Source: an optimization exercise on an open RTL-to-GDS flow (aim: small area). Production flows keep margins and buffers that such runs may drop.
In this exercise RTL edits were held to simulation tests only and were not proved equivalent to the original.
Power and IR drop assume default switching activity.

==> flow/design.v (excerpt) <==
module ocx_dlx_rxdf (
  ln0_rx_valid                    
 ,ln0_rx_data                     
 ,ln0_rx_header                   
 ,ln0_rx_slip                     
 ,ln1_rx_valid                    
 ,ln1_rx_data                     
 ,ln1_rx_header                   
 ,ln1_rx_slip                     
 ,ln2_rx_valid                    
 ,ln2_rx_data                     
 ,ln2_rx_header                   
 ,ln2_rx_slip                     
 ,ln3_rx_valid                    
 ,ln3_rx_data                     
 ,ln3_rx_header                   
 ,ln3_rx_slip                     
 ,ln4_rx_valid                    
 ,ln4_rx_data                     
 ,ln4_rx_header                   
 ,ln4_rx_slip                     
 ,ln5_rx_valid                    
 ,ln5_rx_data                     
 ,ln5_rx_header                   
 ,ln5_rx_slip                     
 ,ln6_rx_valid                    
 ,ln6_rx_data                     
 ,ln6_rx_header                   
 ,ln6_rx_slip                     
 ,ln7_rx_valid                    
 ,ln7_rx_data                     
 ,ln7_rx_header                   
 ,ln7_rx_slip                     
 ,dlx_tlx_flit_valid              
 ,dlx_tlx_flit                    
 ,dlx_tlx_flit_crc_err            
 ,dlx_tlx_link_up                 
 ,dlx_config_info                 
 ,tx_rx_reset                     
 ,train_ts2                       
 ,train_ts67                      
  ...
==> flow/config.mk <==
export PLATFORM = sky130hd
export DESIGN_NAME = ocx_dlx_rxdf
export DESIGN_NICKNAME = ocx_dlx_rxdf
export VERILOG_FILES = /design/flow/design.v
export SDC_FILE = /design/flow/constraint.sdc
export NUM_CORES = 8
export LEC_CHECK = 0
export CAP_MARGIN = 20
export CORE_MARGIN = 2
export CORE_UTILIZATION = 40
export SLEW_MARGIN = 20
==> flow/constraint.sdc <==
create_clock -name core_clock -period 10.0 [get_ports {opt_gckn}]
set_input_delay 2.0000 -clock core_clock [delete_from_list [all_inputs] [get_ports {opt_gckn}]]
set_output_delay 2.0000 -clock core_clock [all_outputs]
set_load 0.01 [all_outputs]
standard.sh (not shown) runs the stock make flow with config.mk's settings and CLKGATE_MAP_FILE= SYNTH_SCRIPT=/design/flow/synth_recipe.tcl, a recipe that flattens the netlist after the stock synthesis.
==> flow/flow/run.sh <==
#!/bin/bash
# Own layout flow: the standard ORFS flow (standard.sh) with
#  - synthesis through flow/synth_area.tcl (synth_recipe.tcl with the standard ABC script, its
#    last mapping area-oriented and without its final buffering/resizing),
#  - port buffers made with the smallest buffer cell,
#  - a clock tree without dummy loads, built from clkbuf_4 with small sink clusters,
#  - larger slew/capacitance margins for the repair after global routing (flow/grt_margins.tcl).
# ORFS writes each step's full log under orfs/logs/; make's own output goes to flow_make.log.
set -euo pipefail
here=$(pwd)
bash standard.sh \
  "SYNTH_SCRIPT=$here/flow/synth_area.tcl" \
  "BUFFER_PORTS_ARGS=-buffer_cell sky130_fd_sc_hd__buf_1" \
  "CTS_ARGS=-sink_clustering_enable -repair_clock_nets -dont_use_dummy_load -buf_list sky130_fd_sc_hd__clkbuf_4 -sink_clustering_size 8 -sink_clustering_max_diameter 40" \
  "PRE_GLOBAL_ROUTE_TCL=$here/flow/grt_margins.tcl" \
  finish > flow_make.log 2>&1
==> flow/flow/abc_area.script <==
&get -n
&st
&dch
&nf
&st
&syn2
&if -g -K 6
&synch2
&nf
&st
&syn2
&if -g -K 6
&synch2
&nf
&st
&syn2
&if -g -K 6
&synch2
&nf
&st
&syn2
&if -g -K 6
&synch2
&nf
&st
&syn2
&if -g -K 6
&synch2
&nf -R 1000
&put
==> flow/flow/grt_margins.tcl <==
# Hook run before global routing (PRE_GLOBAL_ROUTE_TCL): the repair after global routing fixes
# slew and capacitance with larger margins, since its wire estimates can still grow in detailed
# routing.
set ::env(SLEW_MARGIN) 25
set ::env(CAP_MARGIN) 25
==> flow/flow/synth_area.tcl <==
# The standard synthesis (synth_recipe.tcl), with ABC's mapping script replaced by
# flow/abc_area.script: the standard speed script (abc_speed.script) with its last mapping made
# area-oriented (&nf -R 1000) and without its last steps, which insert buffers and resize gates for
# ABC's own delay model (the layout buffers and resizes later).
set ::own_abc_script [file normalize [file join [file dirname [info script]] abc_area.script]]
proc abc {args} {
  set i [lsearch -exact $args -script]
  if {$i >= 0} { set args [lreplace $args [expr {$i + 1}] [expr {$i + 1}] $::own_abc_script] }
  yosys abc {*}$args
}
source [file normalize [file join [file dirname [info script]] .. synth_recipe.tcl]]
The baseline finished with timing, DRC and antenna clean.
Edit:
--- a/flow/flow/grt_margins.tcl
+++ b/flow/flow/grt_margins.tcl
@@ -4,2 +4,2 @@
-set ::env(SLEW_MARGIN) 25
-set ::env(CAP_MARGIN) 25
+set ::env(SLEW_MARGIN) 30
+set ::env(CAP_MARGIN) 30
Result:
- total power hardly moves
- utilization hardly moves
- synthesized cell count does not change
- clock-buffer cell count is unchanged
- sequential cell count stays the same

-- static timing again, ports no longer ideal --
How much do the figures lean on ideal ports? The routed layouts below were timed once more, with nothing changed but the port constraints. Step 1 sets driving cells, clkbuf_16 on the clock port and buf_2 on the other inputs (assumed; they add their load-dependent delay and slew). Step 2 times the ports against the registers' clock, not the clock port: input delays grow and output delays shrink by t, the midpoint of the rising clock arrivals with the driver on. a / b / c = ideal / step 1 / step 2; a / b = the first two.
run	t (ns)	slack for setup (ns)	hold slack, ns	worst setup path after step 2	cell pins on the clock port's net
the first run	2.054	2.576 / 2.576 / 2.576	0.113 / -0.013 / 0.201	register to register	1
the second run	2.064	2.549 / 2.549 / 2.549	0.114 / -0.014 / 0.190	register to register	1
After both steps every run listed still meets setup and hold.
